From an optimization exercise on the open Yosys and OpenROAD flow, aimed at small area and a short achievable clock period; shortcuts taken in it are not production practice.
No run shown here included a check of the RTL's function; only the layout flow was run.
No activity file was given, so power comes from the tool's default toggle rates.

## flow/design.v (module list and top-level ports; edited modules follow where they fit)
// module eq_streaming: 1069 lines
module eq_streaming #(
	parameter integer C_S_AXI_DATA_WIDTH = 32
)
(
    input aclk,
    input aresetn,
    input [C_S_AXI_DATA_WIDTH-1:0] D_READY,
    input [C_S_AXI_DATA_WIDTH-1:0] FFT_PTNS,
    input [C_S_AXI_DATA_WIDTH-1:0] FFT_BKTS,
    input [C_S_AXI_DATA_WIDTH-1:0] my_reg0,
    input [C_S_AXI_DATA_WIDTH-1:0] my_reg1,
    input [C_S_AXI_DATA_WIDTH-1:0] my_reg2,
    input [C_S_AXI_DATA_WIDTH-1:0] my_reg3,
    input [C_S_AXI_DATA_WIDTH-1:0] my_reg4,
    input [C_S_AXI_DATA_WIDTH-1:0] my_reg5,
    input [C_S_AXI_DATA_WIDTH-1:0] my_reg6,
    input [C_S_AXI_DATA_WIDTH-1:0] my_reg7,
    input [C_S_AXI_DATA_WIDTH-1:0] my_reg8,
    input [C_S_AXI_DATA_WIDTH-1:0] my_reg9,
    input [C_S_AXI_DATA_WIDTH-1:0] my_reg10,
    input [C_S_AXI_DATA_WIDTH-1:0] my_reg11,
    input [C_S_AXI_DATA_WIDTH-1:0] my_reg12,
    input [C_S_AXI_DATA_WIDTH-1:0] s_axis_data,
    output reg s_axis_ready,
    input s_axis_valid,
    output reg [C_S_AXI_DATA_WIDTH-1:0] m_axis_data,
    input m_axis_ready,
    output reg m_axis_valid
);
  // ...
==> flow/flow/run.sh <==
#!/bin/bash
set -euo pipefail
MARGIN=$(cat flow/margin.txt)
bash standard.sh SETUP_SLACK_MARGIN=$MARGIN \
  "BUFFER_PORTS_ARGS=-buffer_cell sky130_fd_sc_hd__buf_1" finish > make_finish.log 2>&1
==> flow/flow/margin.txt <==
7
==> flow/standard.sh <==
#!/bin/bash
# synth_recipe.tcl (not shown) runs the flow's synth.tcl, then flattens the netlist and writes it again
# the make line also repeats each setting of config.mk as NAME=value (left out here)
make -C /OpenROAD-flow-scripts/flow DESIGN_CONFIG=/design/flow/config.mk WORK_HOME=/design/flow/orfs CLKGATE_MAP_FILE= SYNTH_SCRIPT=/design/flow/synth_recipe.tcl "${@:-finish}"
==> flow/config.mk <==
export PLATFORM = sky130hd
export DESIGN_NAME = eq_streaming
export DESIGN_NICKNAME = eq_streaming
export VERILOG_FILES = /design/flow/design.v
export SDC_FILE = /design/flow/constraint.sdc
export NUM_CORES = 4
export LEC_CHECK = 0
export CAP_MARGIN = 20
export CORE_MARGIN = 2
export CORE_UTILIZATION = 65
export CTS_CLUSTER_DIAMETER = 100
export CTS_CLUSTER_SIZE = 25
export PLACE_DENSITY = 0.75
export SLEW_MARGIN = 20
==> flow/constraint.sdc <==
create_clock -name core_clock -period 10.0 [get_ports {aclk}]
set_input_delay 2.0000 -clock core_clock [delete_from_list [all_inputs] [get_ports {aclk}]]
set_output_delay 2.0000 -clock core_clock [all_outputs]
set_load 0.01 [all_outputs]
==> results.txt, run 1 <==
Async SR Flop Fraction=0%; Crit. path cell count=8; Yosys Warn Count=1; cts hold-fix bufs=0; Fin. Hold Viols=0; CP max-delay cell=a221o_1; H-tree levels=1; met2 WL=32500 um; area of the multi-input gates=14200 um2; clk pwr=0.561 mW; Worst Path Buf+Inv=1; initial antenna violation count=11; Syn Area/Cell=9.45 um2; maximum net fanout on the critical path=1; R2R depth=9; DR WL met3=10900 um; hold crit path type=flop to flop; GR peak layer=met2; final cell count without fillers=2824; FF/Latch Area=5040 um2; FP Rows=64; Non-clk invs=169; Top pwr grp=combinational logic; worst slew pin tran=932 ps; Switching Share=46.3%; min-delay src=r0$_SDFF_PN0_; status=finished clean; Critical Path Sink=g[16]$_DFF_P_; Pins Over Slew Limit=0; Yosys top cell area share=22.2%
==> run 2: changes to the inputs <==
--- a/flow/design.v
+++ b/flow/design.v
@@ -23,61 +23,59 @@
     input [C_S_AXI_DATA_WIDTH-1:0] my_reg12,
     input [C_S_AXI_DATA_WIDTH-1:0] s_axis_data,
     output reg s_axis_ready,
     input s_axis_valid,
     output reg [C_S_AXI_DATA_WIDTH-1:0] m_axis_data,
     input m_axis_ready,
     output reg m_axis_valid
 );
-wire acc = s_axis_valid & m_axis_ready;
 reg v0, v1, r0, r1;
 always @(posedge aclk) begin
     if (!aresetn) begin
         v0 <= 1'b0; v1 <= 1'b0; m_axis_valid <= 1'b0;
         r0 <= 1'b0; r1 <= 1'b0; s_axis_ready <= 1'b0;
     end else begin
         v0 <= s_axis_valid; v1 <= v0; m_axis_valid <= v1;
         r0 <= m_axis_ready; r1 <= r0; s_axis_ready <= r1;
     end
 end
 reg [3:0] nb;
 always @(posedge aclk) nb <= FFT_BKTS[3:0];
+wire a0 = v0 & r0;
 reg [15:0] rem;
 reg z;
+wire last = (rem == 16'd1);
+wire z_e = a0 ? last : z;
 reg [11:0] n;
 wire [12:0] n1 = {1'b0, n} + 13'd1;
 wire wrap = n1[nb];
+wire [11:0] n_e = (a0 & ~z) ? (wrap ? 12'd1 : n1[11:0]) : n;
 always @(posedge aclk) begin
     if (!aresetn) begin
         rem <= FFT_PTNS[15:0];
         z <= 1'b1;
         n <= 12'd1;
-    end else if (acc) begin
-        if (rem == 16'd1) begin
-            rem <= FFT_PTNS[15:0];
-            z <= 1'b1;
-        end else begin
-            rem <= rem - 16'd1;
-            z <= 1'b0;
-        end
-        if (!z)
-            n <= wrap ? 12'd1 : n1[11:0];
+    end else begin
+        if (a0)
+            rem <= last ? FFT_PTNS[15:0] : rem - 16'd1;
+        z <= z_e;
+        n <= n_e;
     end
 end
 wire [11:0] lead;
 genvar k;
 generate for (k = 0; k < 12; k = k + 1) begin : g_lead
     if (k == 11) begin : g_top
-        assign lead[k] = n[k];
+        assign lead[k] = n_e[k];
     end else begin : g_low
-        assign lead[k] = n[k] & ~|n[11:k+1];
+        assign lead[k] = n_e[k] & ~|n_e[11:k+1];
     end
 end endgenerate
-wire [12:0] sel = z ? 13'd1 : {lead, 1'b0};
+wire [12:0] sel = z_e ? 13'd1 : {lead, 1'b0};
 wire [23:0] gsel =
       ({24{sel[0]}}  & my_reg0[23:0])  | ({24{sel[1]}}  & my_reg1[23:0])
     | ({24{sel[2]}}  & my_reg2[23:0])  | ({24{sel[3]}}  & my_reg3[23:0])
     | ({24{sel[4]}}  & my_reg4[23:0])  | ({24{sel[5]}}  & my_reg5[23:0])
     | ({24{sel[6]}}  & my_reg6[23:0])  | ({24{sel[7]}}  & my_reg7[23:0])
     | ({24{sel[8]}}  & my_reg8[23:0])  | ({24{sel[9]}}  & my_reg9[23:0])
     | ({24{sel[10]}} & my_reg10[23:0]) | ({24{sel[11]}} & my_reg11[23:0])
     | ({24{sel[12]}} & my_reg12[23:0]);
==> flow/config.mk (replaced) <==
export PLATFORM = sky130hd
export DESIGN_NAME = eq_streaming
export DESIGN_NICKNAME = eq_streaming
export VERILOG_FILES = /design/flow/design.v
export SDC_FILE = /design/flow/constraint.sdc
export NUM_CORES = 4
export LEC_CHECK = 0
export CAP_MARGIN = 20
export CORE_MARGIN = 2
export CORE_UTILIZATION = 45
export PLACE_DENSITY = 0.6
export SLEW_MARGIN = 20
==> results.txt, run 2 <==
status=finished clean (unchanged); overall routing resource usage=34.4% (was 45.9%); Syn Area/Cell=9.26 um2 (was 9.45 um2); Core ar.=45500 um2 (was 30700 um2); crit end category=flop (unchanged); Async SR Flop Fraction=0% (unchanged); leakage power=10.5 nW (was 8.94 nW); Layout Nets=3463 (was 3249); number of distinct library cells after synthesis=75 (was 67); hold crit path type=flop to flop (unchanged); Worst EP arrival=4030 ps (was 3670 ps); layout cell share with drive strength beyond 1=18.8% (was 8.81%); total grt overflow=0 (unchanged); worst slew pin tran=1060 ps (was 932 ps); final setup violating endpoints=0 (unchanged); Worst-path clk slew=60 ps (was 100 ps); Power Dens Cells=257 nW/um2 (was 263 nW/um2); chip width=219 um (was 181 um); main combinational cell family by area after synthesis=adder cells (unchanged); fin util=57.7% (was 74.2%); first-pass GRT wire length=123000 um (was 112000 um); vias per std cell=5.91 (was 6.68); sequential fraction of the synthesis area=24.0% (was 24.6%); initial antenna violation count=19 (was 11); Comb pwr share=61.5% (was 65.8%); drt drc=0 (unchanged); Max rail drop VDD=0.000198 V (was 0.000166 V); compound-gate portion of the synthesized area=19.9% (was 21.0%); die area=47900 um2 (was 32600 um2); Main synth FF type=dfxtp_1 (unchanged); Post-Syn Nets=3075 (was 2979); CTS tree=yes (unchanged); Clock Path Buffers=3 (unchanged); top post-synthesis cells by count=a22oi_1, dfxtp_1, inv_1 (was a22oi_1, dfxtp_1, xnor2_1); Power Internal=3.85 mW (was 3.22 mW); Post-Synth Adder-Cell Area=23.4% (was 23.9%); register-to-register setup slack=6410 ps (was 6810 ps); Critical R2R Capture=g[5]$_DFF_P_ (was im_q23_2$_DFF_P_); most common cell after layout, fill and taps aside=buf_1 (unchanged); CTS Buf Count=30 (was 13); most frequent cells in the layout=buf_1, a22oi_1, inv_1 (was buf_1, a22oi_1, dfxtp_1); initial DRC count=1775 (was 2611); CTS sink count=241 (unchanged); R2R depth=11 (was 9); Placer Congestion=0.996 (was 1.12); Top Ports=582 (unchanged); overall power=6.75 mW (was 5.99 mW); Yosys top cell area share=21.7% (was 22.2%); port bufs=401 (unchanged); Post-synth EDFFs=16 (unchanged); H-tree levels=1 (unchanged); WHS Endpoint=m_axis_data[0]$_SDFFE_PN0P_ (was r1$_SDFF_PN0_); Area Overhead vs Synth=26.5% (was 12.1%); largest register by flop count=m_axis_data (unchanged); simple-gate share of the synthesized area=10.4% (was 8.67%); post-route ant nets=0 (unchanged); top post-synthesis cells by area=dfxtp_1, fa_1, a22oi_1, xnor2_1, ha_1 (unchanged); worst-case headroom to the max-slew limit=29.5% (was 37.9%); Net Sw Power=2.90 mW (was 2.77 mW); Max-Cap Viols=0 (unchanged); number of global-route vias before repair=19400 (was 18200); Switching Share=43.0% (was 46.3%); Mapped Cells=2242 (was 2146); largest area contributor in the netlist=dfxtp_1 (unchanged); Largest register FFs=32 (unchanged); total wire length=83600 um (was 77700 um); via count=19300 (was 18900); first-pass iteration count of the detailed router=8 (was 7); maximum net fanout on the critical path=9 (was 1); Setup Crit Path Kind=flop to flop (was input port to flop); WP data required=10450 ps (was 10370 ps); Root Buffer=clkbuf_16 (unchanged); RSZ-0062 raised after global routing=true (unchanged); largest net degree at the start of global routing=58 (was 56); HPWL after DPL=60000 um (was 59500 um); clock share of power=16.3% (was 9.4%); Pins Over Slew Limit=0 (unchanged); chip height=219 um (was 181 um); Critical R2R Launch=n[0]$_SDFF_PN1_ (was g[16]$_DFF_P_); Clk Latency, worst-skew pair=590 ps (was 500 ps); initial cell density of the core=45.6% (was 66.2%); Yosys reg bits=241 (unchanged); Peak Freq=279 MHz (was 302 MHz); final hold slack=471 ps (was 446 ps); Yosys Warn Count=1 (unchanged); worst hold stages=2 (was 1); Critical Path Start Type=flop (was input port); Regs by FF count=m_axis_data x32, g x24, rem x16 (unchanged); Flop pwr share=22.2% (was 24.9%); top-count cell post-synth=a22oi_1 (unchanged); FP Rows=78 (was 64); clock skew=15.9 ps (was 15.3 ps); Fin. Hold Viols=0 (unchanged); aggregate negative setup slack=0 ps (unchanged); min-delay src=m_axis_data[0]$_SDFFE_PN0P_ (was r0$_SDFF_PN0_); post-synthesis mux area share=0.922% (was 1.08%); post-DR wirelength/cell=25.6 um (was 27.5 um); Post-Syn Area=20800 um2 (was 20300 um2); fin crit period=3590 ps (was 3310 ps); XOR/XNOR Fraction of Synth Area=14.1% (was 13.9%); Tcrit/Tclk final=35.9% (was 33.1%)
run 2: cell count changes after synthesis, sizes merged, moves of 16 or more:
cell	before	now
a21oi	81	30
a221o	67	24
a22o	1	29
a22oi	278	262
and2	14	41
nand2	122	147
nand3	57	36
nand3b	25	3
nand4	9	26
nor2	42	85
nor3	20	46
o21ai	31	63
run 2: layer usage:
| metal | global-route usage, % | vias to the layer above | part of all wire (%) |
|---|---|---|---|
| li1 | - | 8624 | - |
| met1 | 43.8 | 9399 | 39 |
| met2 | 52.7 | 1039 | 44 |
| met3 | 9.98 | 227 | 10 |
| met4 | 18.3 | 14 | 6.0 |
| met5 | 0 | - | 0.24 |
run 2: power by group through the flow:
stage | Combinational [mW] | Clock (mW) | Sequential (mW)
after floorplan | 2.62 | 0 | 1.38
after global placement | 3.41 | 0 | 1.49
after detailed placement | 3.47 | 0 | 1.51
after CTS | 3.94 | 1.12 | 1.49
after global routing | 4.65 | 1.16 | 1.52
final | 4.16 | 1.10 | 1.50
run 2: per-stage QoR:
stage | worst slack [ps] | cells | instance area [um2]
floorplan | 6640 | 2242 | 20900
global placement | 5240 | 3075 | 22500
detailed placement | 5260 | 3075 | 22500
CTS | 6460 | 3222 | 25600
global route | 6390 | 3265 | 26200
finish | 6410 | 3268 | 26200
run 2: layout make-up:
class | count | area [um2]
Clock buffer | 40 | 881
Multi-Input combinational cell | 1638 | 15600
Timing Repair Buffer | 540 | 3000
Fill cell | 4173 | 19200
Inverter | 179 | 672
Tap cell | 600 | 751
Antenna cell | 14 | 35.0
Clock inverter | 16 | 135
Sequential cell | 241 | 5160
run 2: worst max path at each step:
| stage | startpoint | endpoint | slack (ps) | cells past startpoint |
|---|---|---|---|---|
| 5_1_grt | n[11]$_SDFF_PN0_ | g[22]$_DFF_P_ | 6390 | 12 |
| 2_1_floorplan | n[2]$_SDFF_PN0_ | g[16]$_DFF_P_ | 6640 | 15 |
| 4_1_cts | n[1]$_SDFF_PN0_ | g[22]$_DFF_P_ | 6460 | 13 |
| 6_report | n[0]$_SDFF_PN1_ | g[5]$_DFF_P_ | 6410 | 11 |
| 3_5_place_dp | n[5]$_SDFF_PN0_ | g[17]$_DFF_P_ | 5260 | 10 |
| 3_3_place_gp | n[5]$_SDFF_PN0_ | g[2]$_DFF_P_ | 5240 | 10 |
run 2: critical path, cell delays in order (launching register included):
cell and delay (ps):
dfxtp_4 380, ha_4 210, nand2b_4 140, nand2_1 40
mux4_2 480, o211a_4 280, or4b_4 630, o221a_4 320
and2_2 300, a22o_1 250, a211oi_4 270, nand4_1 130
run 2: kinds of logic (layout without fill, tap and decap cells):
family,count (synthesis),in the layout
compound gates,547,549
xor+xnor,334,334
fa+ha+maj,285,285
buf+inv,375,775
flops,241,241
mux,16,16
other cells,0,14
simple gates,444,454
run 2: what timing repair did:
| action | in CTS | in global routing |
|---|---|---|
| hold buffers | 0 | 0 |
| setup endpoints to repair | 151 | 87 |
| setup buffers | 79 | 28 |
| cloned | 12 | 4 |
| resized for setup | 323 | 80 |
| pin swaps | 98 | 52 |

==> separate check: timing with driven ports <==
How much do the figures lean on ideal ports? The routed layouts below were timed once more, with nothing changed but the port constraints.
Step 1, drivers: a clkbuf_16 drives aclk and a buf_2 each remaining input, both assumed.
Step 2 also shifts input and output timing later by t, the mid clock arrival at the registers, as if the neighbouring blocks saw the same clock.
Slacks: ideal / step 1 / step 2; pairs: ideal / step 1.
run | t (ns) | setup slack, ns | worst setup path after step 2 | worst data-port slew with drivers (ns) | pins driven straight from the clock port
run 1 | 0.548 | 6.694 / 6.729 / 6.181 | input to register | 0.16 | 1
run 2 | 0.635 | 6.413 / 6.413 / 6.413 | register to register | 0.24 | 1
After both steps setup and hold are still met in every run listed. The setup slack of run 1, which loses most, moves by +0.035 ns with the drivers and by -0.513 ns with both steps.
